Context: an optimization exercise on an open-source flow, tuned for small area, a short achievable clock period and few clock cycles. The choices shown serve that exercise and are no tape-out recipe.
The RTL was checked by simulation tests, not by an equivalence proof against the original design.

==> flow/design.v <==
module BCDUnitAdder (input  [3:0] A,
                     input  [3:0] B,
                     input        Cin,
                     output [3:0] Sum,
                     output       Carry);
    wire [4:0] bin = A + B + Cin;
    assign Carry = (bin > 5'd9);
    assign Sum   = Carry ? (bin[3:0] + 4'd6) : bin[3:0];
endmodule
module BCDAdder #(parameter SIZE = 8)
                 (input [SIZE*4-1:0] A,
                  input [SIZE*4-1:0] B,
                  output [SIZE*4-1:0] Answer);
    wire [SIZE-1:0] carry;
    genvar i;
    BCDUnitAdder A0(
        .A(A[3:0]),
        .B(B[3:0]),
        .Cin(0),
        .Sum(Answer[3:0]),
        .Carry(carry[0])
    );
    for (i=1;i<SIZE;i=i+1)begin
        BCDUnitAdder unit(
        .A(A[4*i+:4]),
        .B(B[4*i+:4]),
        .Cin(carry[i-1]),
        .Sum(Answer[4*i+:4]),
        .Carry(carry[i])
    );
    end
endmodule
`timescale 1ns / 1ps
module md5 (input clk,
            input reset_n,
            input [63:0] pwd,
            output [127:0] hash,
            output done);
    function [31:0] LeftRotate;
        input [31:0]x;
        input [4:0]c;
        LeftRotate = (((x) << (c)) | ((x) >> (32'd32 - (c))));
    endfunction
    function [31:0] R;
        input [5:0] i;
        case (i)
            6'd0: R = 32'd7;
            6'd1: R = 32'd12;
            6'd2: R = 32'd17;
            6'd3: R = 32'd22;
            6'd4: R = 32'd7;
            6'd5: R = 32'd12;
            6'd6: R = 32'd17;
            6'd7: R = 32'd22;
            6'd8: R = 32'd7;
            6'd9: R = 32'd12;
            6'd10: R = 32'd17;
            6'd11: R = 32'd22;
            6'd12: R = 32'd7;
            6'd13: R = 32'd12;
            6'd14: R = 32'd17;
            6'd15: R = 32'd22;
            6'd16: R = 32'd5;
            6'd17: R = 32'd9;
            6'd18: R = 32'd14;
            6'd19: R = 32'd20;
            6'd20: R = 32'd5;
            6'd21: R = 32'd9;
            6'd22: R = 32'd14;
            6'd23: R = 32'd20;
            6'd24: R = 32'd5;
            6'd25: R = 32'd9;
            6'd26: R = 32'd14;
            6'd27: R = 32'd20;
            6'd28: R = 32'd5;
            6'd29: R = 32'd9;
            6'd30: R = 32'd14;
            6'd31: R = 32'd20;
            6'd32: R = 32'd4;
            6'd33: R = 32'd11;
            6'd34: R = 32'd16;
            6'd35: R = 32'd23;
            6'd36: R = 32'd4;
            6'd37: R = 32'd11;
            6'd38: R = 32'd16;
            6'd39: R = 32'd23;
            6'd40: R = 32'd4;
            6'd41: R = 32'd11;
            6'd42: R = 32'd16;
            6'd43: R = 32'd23;
            6'd44: R = 32'd4;
            6'd45: R = 32'd11;
            6'd46: R = 32'd16;
            6'd47: R = 32'd23;
            6'd48: R = 32'd6;
            6'd49: R = 32'd10;
            6'd50: R = 32'd15;
            6'd51: R = 32'd21;
            6'd52: R = 32'd6;
            6'd53: R = 32'd10;
            6'd54: R = 32'd15;
            6'd55: R = 32'd21;
            6'd56: R = 32'd6;
            6'd57: R = 32'd10;
            6'd58: R = 32'd15;
            6'd59: R = 32'd21;
            6'd60: R = 32'd6;
            6'd61: R = 32'd10;
            6'd62: R = 32'd15;
            6'd63: R = 32'd21;
            default: R = 32'd0;
        endcase
    endfunction
    function [31:0] K;
        input [5:0] i;
        case (i)
            6'd0: K = 32'hd76aa478;
            6'd1: K = 32'he8c7b756;
            6'd2: K = 32'h242070db;
            6'd3: K = 32'hc1bdceee;
            6'd4: K = 32'hf57c0faf;
            6'd5: K = 32'h4787c62a;
            6'd6: K = 32'ha8304613;
            6'd7: K = 32'hfd469501;
            6'd8: K = 32'h698098d8;
            6'd9: K = 32'h8b44f7af;
            6'd10: K = 32'hffff5bb1;
            6'd11: K = 32'h895cd7be;
            6'd12: K = 32'h6b901122;
            6'd13: K = 32'hfd987193;
            6'd14: K = 32'ha679438e;
            6'd15: K = 32'h49b40821;
            6'd16: K = 32'hf61e2562;
            6'd17: K = 32'hc040b340;
            6'd18: K = 32'h265e5a51;
            6'd19: K = 32'he9b6c7aa;
            6'd20: K = 32'hd62f105d;
            6'd21: K = 32'h02441453;
            6'd22: K = 32'hd8a1e681;
            6'd23: K = 32'he7d3fbc8;
            6'd24: K = 32'h21e1cde6;
            6'd25: K = 32'hc33707d6;
            6'd26: K = 32'hf4d50d87;
            6'd27: K = 32'h455a14ed;
            6'd28: K = 32'ha9e3e905;
            6'd29: K = 32'hfcefa3f8;
            6'd30: K = 32'h676f02d9;
            6'd31: K = 32'h8d2a4c8a;
            6'd32: K = 32'hfffa3942;
            6'd33: K = 32'h8771f681;
            6'd34: K = 32'h6d9d6122;
            6'd35: K = 32'hfde5380c;
            6'd36: K = 32'ha4beea44;
            6'd37: K = 32'h4bdecfa9;
            6'd38: K = 32'hf6bb4b60;
            6'd39: K = 32'hbebfbc70;
            6'd40: K = 32'h289b7ec6;
            6'd41: K = 32'heaa127fa;
            6'd42: K = 32'hd4ef3085;
            6'd43: K = 32'h04881d05;
            6'd44: K = 32'hd9d4d039;
            6'd45: K = 32'he6db99e5;
            6'd46: K = 32'h1fa27cf8;
            6'd47: K = 32'hc4ac5665;
            6'd48: K = 32'hf4292244;
            6'd49: K = 32'h432aff97;
            6'd50: K = 32'hab9423a7;
            6'd51: K = 32'hfc93a039;
            6'd52: K = 32'h655b59c3;
            6'd53: K = 32'h8f0ccc92;
            6'd54: K = 32'hffeff47d;
            6'd55: K = 32'h85845dd1;
            6'd56: K = 32'h6fa87e4f;
            6'd57: K = 32'hfe2ce6e0;
            6'd58: K = 32'ha3014314;
            6'd59: K = 32'h4e0811a1;
            6'd60: K = 32'hf7537e82;
            6'd61: K = 32'hbd3af235;
            6'd62: K = 32'h2ad7d2bb;
            6'd63: K = 32'heb86d391;
            default: K = 32'd0;
        endcase
    endfunction
    wire [31:0] w [15:0];
    localparam [31:0] h0 = 32'h67452301;
    localparam [31:0] h1 = 32'hefcdab89;
    localparam [31:0] h2 = 32'h98badcfe;
    localparam [31:0] h3 = 32'h10325476;
    reg [31:0] a;
    reg [31:0] b;
    reg [31:0] c;
    reg [31:0] d;
    wire [31:0] h0_a;
    wire [31:0] h1_b;
    wire [31:0] h2_c;
    wire [31:0] h3_d;
    reg [31:0] f;
    reg [8:0] g;
    wire[31:0] k_show;
    wire [31:0] w_show;
    wire [31:0] r_show;
    reg [7:0] msg [7:0];
    parameter PAD_LEN = 56;
    localparam S_IDLE = 0;
    localparam S_LOOP = 1;
    localparam S_DONE = 2;
    reg [1:0]current_state, next_state;
    reg[6:0]loop_idx;
    assign w[0]  = {msg[3],msg[2],msg[1],msg[0]};
    assign w[1]  = {msg[7],msg[6],msg[5],msg[4]};
    assign w[2]  = 32'h00000080;
    assign w[3]  = 32'd0;
    assign w[4]  = 32'd0;
    assign w[5]  = 32'd0;
    assign w[6]  = 32'd0;
    assign w[7]  = 32'd0;
    assign w[8]  = 32'd0;
    assign w[9]  = 32'd0;
    assign w[10] = 32'd0;
    assign w[11] = 32'd0;
    assign w[12] = 32'd0;
    assign w[13] = 32'd0;
    assign w[14] = {24'd0, 8'd64};
    assign w[15] = 32'd0;
    always @(posedge clk) begin
        if (current_state == S_IDLE)begin
            msg[7]       <= pwd[ 0+:8]+"0";
            msg[6]       <= pwd[ 8+:8]+"0";
            msg[5]       <= pwd[16+:8]+"0";
            msg[4]       <= pwd[24+:8]+"0";
            msg[3]       <= pwd[32+:8]+"0";
            msg[2]       <= pwd[40+:8]+"0";
            msg[1]       <= pwd[48+:8]+"0";
            msg[0]       <= pwd[56+:8]+"0";
        end
    end
    always @(posedge clk) begin
        if (!reset_n)current_state <= S_IDLE;
        else current_state         <= next_state;
    end
    always @(*) begin
        case(current_state)
            S_IDLE:next_state = S_LOOP;
            S_LOOP:next_state = (loop_idx == 63)?S_DONE:S_LOOP;
            S_DONE:next_state = S_DONE;
            default next_state =S_IDLE;
        endcase
    end
    always @(posedge clk) begin
        if (current_state == S_IDLE) loop_idx      <= 0;
        else if (current_state == S_LOOP) loop_idx <= loop_idx+1;
    end
    always @(*) begin
        if (current_state == S_IDLE)f = 0;
        else if (current_state == S_LOOP)begin
        if (loop_idx< 16)f         = (b & c) | ((~b) & d);
        else if (loop_idx<32)f     = (d & b) | ((~d) & c);
        else if (loop_idx<48)f = b ^ c ^ d;
        else f                 = c ^ (b | (~d));
            end
        else f = 0;
    end
    always @(*) begin
        if (current_state == S_IDLE) g = 0;
        else if (current_state == S_LOOP)begin
            if (loop_idx< 16)g = loop_idx;
            else if (loop_idx<32)g = (5*loop_idx + 1) % 16;
            else if (loop_idx<48)g = (3*loop_idx + 5) % 16;
            else g                 = (7*loop_idx) % 16;
        end
        else g = 0;
    end
    always @(posedge clk) begin
        if (current_state == S_IDLE)begin
            a <= h0;
            b <= h1;
            c <= h2;
            d <= h3;
        end
        else if (current_state == S_LOOP)begin
            a <= d;
            d <= c;
            c <= b;
            b <= b+LeftRotate(a+f+k_show+w_show, r_show[4:0]);
        end        
    end
    assign k_show = K(loop_idx[5:0]);
    assign w_show = w[g%64];
    assign r_show = R(loop_idx[5:0]);
    assign h0_a = h0+a;
    assign h1_b = h1+b;
    assign h2_c = h2+c;
    assign h3_d = h3+d;
    assign hash = {
    h0_a[7:0],h0_a[15:8],h0_a[23:16],h0_a[31:24],
    h1_b[0+:8],h1_b[8+:8],h1_b[16+:8],h1_b[24+:8],
    h2_c[0+:8],h2_c[8+:8],h2_c[16+:8],h2_c[24+:8],
    h3_d[0+:8],h3_d[8+:8],h3_d[16+:8],h3_d[24+:8]
    };
    assign done = (current_state == S_DONE);
endmodule
`timescale 1ns / 1ps
module crack_partial(
    input clk,
    input rst_n,
    input [31:0]lower_bound,
    input [31:0]upper_bound,
    input [127:0]hash_answer,
    output [31:0]answer,
    output reg answer_found,
    output done);
    reg [31:0] i;
    localparam S_IDLE = 0;
    localparam S_CHECK = 1;
    localparam S_CRACK = 2;
    localparam S_DONE = 3;
    reg [1:0] current_state, next_state;
    reg md5_rst_n;
    wire [63:0] md5_pwd;
    wire [127:0] md5_hash;
    wire md5_done;
    assign md5_pwd = {
        4'd0,i[28+:4],4'd0,i[24+:4],4'd0,i[20+:4],4'd0,i[16+:4],4'd0,i[12+:4],4'd0,i[8+:4],4'd0,i[4+:4],4'd0,i[0+:4]
        };
    md5 md5(
    .clk(clk),
    .reset_n(md5_rst_n),
    .pwd(md5_pwd),
    .hash(md5_hash),
    .done(md5_done)
    );
    wire [31:0] BCD_Answer;
    BCDAdder BCDAdder(
     .A(i),
     .B(1),
     .Answer(BCD_Answer)
    );
    always @(posedge clk ) begin
        if(!rst_n)current_state<=S_IDLE;
        else current_state<=next_state;
    end
    always @(*) begin
        case(current_state)
        S_IDLE:next_state=S_CHECK;
        S_CHECK:next_state=(i>upper_bound)?S_DONE:S_CRACK;
        S_CRACK:begin
            if(md5_done && md5_hash != hash_answer) next_state = S_CHECK;
            else if(md5_done && md5_hash == hash_answer) next_state = S_DONE;
            else next_state = S_CRACK;
        end
        S_DONE:next_state= S_DONE;
        endcase
    end
    always @(posedge clk ) begin
        if(current_state == S_IDLE) i<=lower_bound;
        else if(current_state == S_CRACK && next_state ==S_CHECK) i<=BCD_Answer;
    end
    always @(posedge clk ) begin
        if(current_state == S_CRACK && next_state == S_CHECK)  md5_rst_n <=0;
        else if(current_state == S_IDLE && next_state == S_CHECK) md5_rst_n <= 0;
        else md5_rst_n<=1;
    end
    assign done =(current_state == S_DONE);
    assign answer = i;
    always @(posedge clk ) begin
        if(current_state == S_IDLE) answer_found <= 0;
        else if(current_state == S_CRACK && next_state == S_DONE) answer_found <= 1;
    end
endmodule
==> flow/run.sh <==
#!/bin/bash
# synth_recipe.tcl (not shown) runs the flow's synth.tcl, then flattens the netlist and writes it again
# the make line also repeats each setting of config.mk as NAME=value (left out here)
make -C /OpenROAD-flow-scripts/flow DESIGN_CONFIG=/design/flow/config.mk WORK_HOME=/design/flow/orfs CLKGATE_MAP_FILE= SYNTH_SCRIPT=/design/flow/synth_recipe.tcl finish
==> flow/config.mk <==
export PLATFORM = sky130hd
export DESIGN_NAME = crack_partial
export DESIGN_NICKNAME = crack_partial
export VERILOG_FILES = /design/flow/design.v
export SDC_FILE = /design/flow/constraint.sdc
export NUM_CORES = 4
export LEC_CHECK = 0
export CAP_MARGIN = 20
export CORE_MARGIN = 2
export CORE_UTILIZATION = 40
export SLEW_MARGIN = 20
==> flow/constraint.sdc <==
create_clock -name core_clock -period 12.0 [get_ports {clk}]
set_input_delay 2.4000 -clock core_clock [delete_from_list [all_inputs] [get_ports {clk}]]
set_output_delay 2.4000 -clock core_clock [all_outputs]
set_load 0.01 [all_outputs]
==> summary.txt <==
per-layer routing:
| layer | GRT usage [%] | part of all wire [%] |
|---|---|---|
| met1 | 43.6 | 41 |
| met5 | 0 | 0.078 |
| met3 | 6.55 | 11 |
| met2 | 47.6 | 43 |
| met4 | 12.9 | 4.6 |
per-stage QoR:
step	utilization, %	setup TNS (ps)	worst slack [ps]	cell area (µm²)
after floorplan	-	0	53.9	29600
after global placement	44.4	0	108	32400
after detailed placement	44.4	-949	-366	32400
after CTS	46.2	0	29.3	33700
after global routing	46.5	-326	-142	34000
final	46.5	0	457	34000
cell type report:
| cell class | instances | area (µm²) |
|---|---|---|
| Sequential cell | 242 | 5500 |
| Clock inverter | 18 | 230 |
| Antenna cell | 2 | 5.00 |
| Clock buffer | 44 | 973 |
| Inverter | 184 | 691 |
| Timing Repair Buffer | 317 | 2950 |
| Tap cell | 959 | 1200 |
| Multi-Input combinational cell | 3292 | 22400 |
| Fill cell | 7387 | 39100 |
cells in the mapped netlist, types with 22 or more instances:
cell,number
mux2_2,27
nor2_1,340
o21ai_0,320
a21oi_1,338
nand3_1,108
nor3_1,94
a211oi_1,47
a2bb2oi_1,52
nand4_1,33
o22ai_1,62
or2_2,27
dfxtp_1,178
edfxtp_1,64
nand2b_1,46
mux2i_1,94
xnor2_1,204
o21a_1,50
nor2b_1,22
a221o_1,23
and3_1,23
a21o_1,61
nand2_1,456
ha_1,159
o211ai_1,48
buf_1,33
a22oi_1,38
a221oi_1,27
clkbuf_1,288
inv_1,174
a31oi_1,52
o221ai_1,51
xor2_1,138
fa_1,60
registers in the layout, indices dropped and copies added, names as in the netlist:
register and flops:
md5.msg 32, md5_rst_n 1, md5.b 32, md5.k_show 32
md5.d 32, md5.a 32, md5.current_state 2, md5.loop_idx 7
current_state 2, md5.c 32, md5.r_show 5, answer_found 1
i 32
cell families after synthesis:
family | count (synthesis) | synth area share (%)
AO/OA/AOI/OAI | 1357 | 30.0
AND/OR/NAND/NOR | 1242 | 18.9
buffers and inverters | 517 | 6.63
XOR/XNOR | 342 | 10.1
flip-flops | 242 | 18.5
adder cells (fa/ha/maj) | 219 | 10.8
multiplexers | 132 | 5.01
tightest hold or removal path, cell delays in order, from the launching register on:
cell     delay [ps]
dfxtp_1         300
nand2_1          60
a21oi_1          40
path summary, 6_finish.rpt:
path / startpoint / endpoint / cells after the start
setup / recovery: i[0]$_DFFE_PP_ / i[31]$_DFFE_PP_ / 68
hold / removal: md5_rst_n$_SDFF_PP0_ / md5.current_state[0]$_SDFF_PN0_ / 2
setup reg to reg: i[0]$_DFFE_PP_ / i[31]$_DFFE_PP_ / 68
hold reg to reg: md5_rst_n$_SDFF_PP0_ / md5.current_state[0]$_SDFF_PN0_ / 2
what timing repair did:
item                                    in CTS  in global routing
endpoints found under the setup margin       3                  3
pin swaps                                    5                 15
setup buffers                                6                  7
resized for setup                           15                 40
hold buffers                                 0                  0
==> flow_summary.json <==
{
  "yosys_warnings": 4,
  "cts_root_buf": "clkbuf_16",
  "maxCapViolations": 0,
  "syn_area_um2": 29600,
  "numCtsBuffers": 34,
  "synth_area_per_cell_um2": 7.30,
  "finalCriticalPeriod_ps": 11540,
  "yosysSeqAreaShare_pct": 18.5,
  "synth_top_cell_area_share_pct": 12.0,
  "drv_slew": 0,
  "wl_per_cell_um": 24.5,
  "dp.cells": 4981,
  "synth-async-reset-ratio_pct": 0,
  "arrival_ps": 11840,
  "drive_above_1_share_pct": 7.20,
  "clock-sinks": 242,
  "critPathKind": "register to register",
  "grtUsageTotal_pct": 31.5,
  "drt_wl_total_mm": 124,
  "critPathLaunchType": "register",
  "die_h_um": 276,
  "vias_per_cell": 6.31,
  "reg2reg_slack_ps": 460,
  "hold_viol": 0,
  "grt_pass1_wl_mm": 183,
  "fp.dieArea_um2": 76100,
  "path_buf_inv": 11,
  "cts_tree": "yes",
  "start_util_pct": 40.5,
  "slowest_stage": "edfxtp_1",
  "htree_levels": 2,
  "routabilityCongestion": 1.01,
  "cpMostUsedCell": "ha_2",
  "initialDrtViolationCount": 4360,
  "hp-class": "register to register",
  "num_vias": 31900,
  "ys_ff_latch": 242,
  "fin_cells": 5058,
  "max_slew.worst_pin.slew_ps": 1120,
  "synthFlopType": "dfxtp_1",
  "final_common_cell": "nand2_1",
  "max_stage_delay_ps": 460,
  "cp_max_fo": 4,
  "cp-end-kind": "register",
  "fin_skew_ps": 46.8,
  "grt_pass1_vias": 28600,
  "nets": 4484,
  "dpl.hpwl_mm": 93.8,
  "yosysUniqueCellTypes": 98,
  "ant_nets": 0,
  "dr.pass1.iters": 19,
  "layout_common_cells": "nand2_1 (456), nor2_1 (339), a21oi_1 (335)",
  "overflow": 0,
  "fmax_ghz": 0.0866,
  "setup_viol": 0,
  "num_rows": 99,
  "dieWidth_um": 276,
  "yosysTopAreaCell": "dfxtp_1",
  "syn_nets": 4464,
  "cp.required_ps": 12300,
  "post-route-period-util_pct": 96.2,
  "synth_edf_count": 64,
  "clk_latency_ps": 600,
  "area_growth_pct": 14.9,
  "coreArea_um2": 73100,
  "drcViolationCount": 0,
  "grt_max_degree": 86,
  "ys_top_cells_by_area": "dfxtp_1 (12%), ha_1 (6.7%), edfxtp_1 (6.5%), xnor2_1 (6.0%), nand2_1 (5.8%)",
  "clockBufferDepth": 3,
  "ioPinCount": 228,
  "relSlewSlack_pct": 25.3,
  "status": "finished clean",
  "io_buffers": 227,
  "antenna_found_initial": 9,
  "hold_ws_ps": 429,
  "postSynthCellCount": 4051,
  "path_clk_slew_ps": 70,
  "cpLargestDelayFamily": "adder cells"
}
Testbench counts, summed over its fixed seeds: cycles 85,709.

==> separate check: timing with driven ports <==
How much do the figures lean on ideal ports? The routed layout below was timed once more, with nothing changed but the port constraints.
Step 1 sets driving cells, clkbuf_16 on the clock port and buf_2 on the other inputs (assumed; they add their load-dependent delay and slew).
Step 2 times the ports against the registers' clock, not the clock port: input delays grow and output delays shrink by t, the midpoint of the rising clock arrivals with the driver on.
Slacks: ideal ports / drivers / drivers and shift; pairs: ideal ports / drivers.
shift t [ns]: 0.636
slack for setup (ns): 0.457 / 0.457 / 0.457
worst setup path after step 2: register to register
latest minus earliest clock arrival (ns): 0.047 / 0.046
After both steps this run still meets setup and hold. For this run, drivers alone change the setup slack by 0.000 ns; drivers and shift together by 0.000 ns.
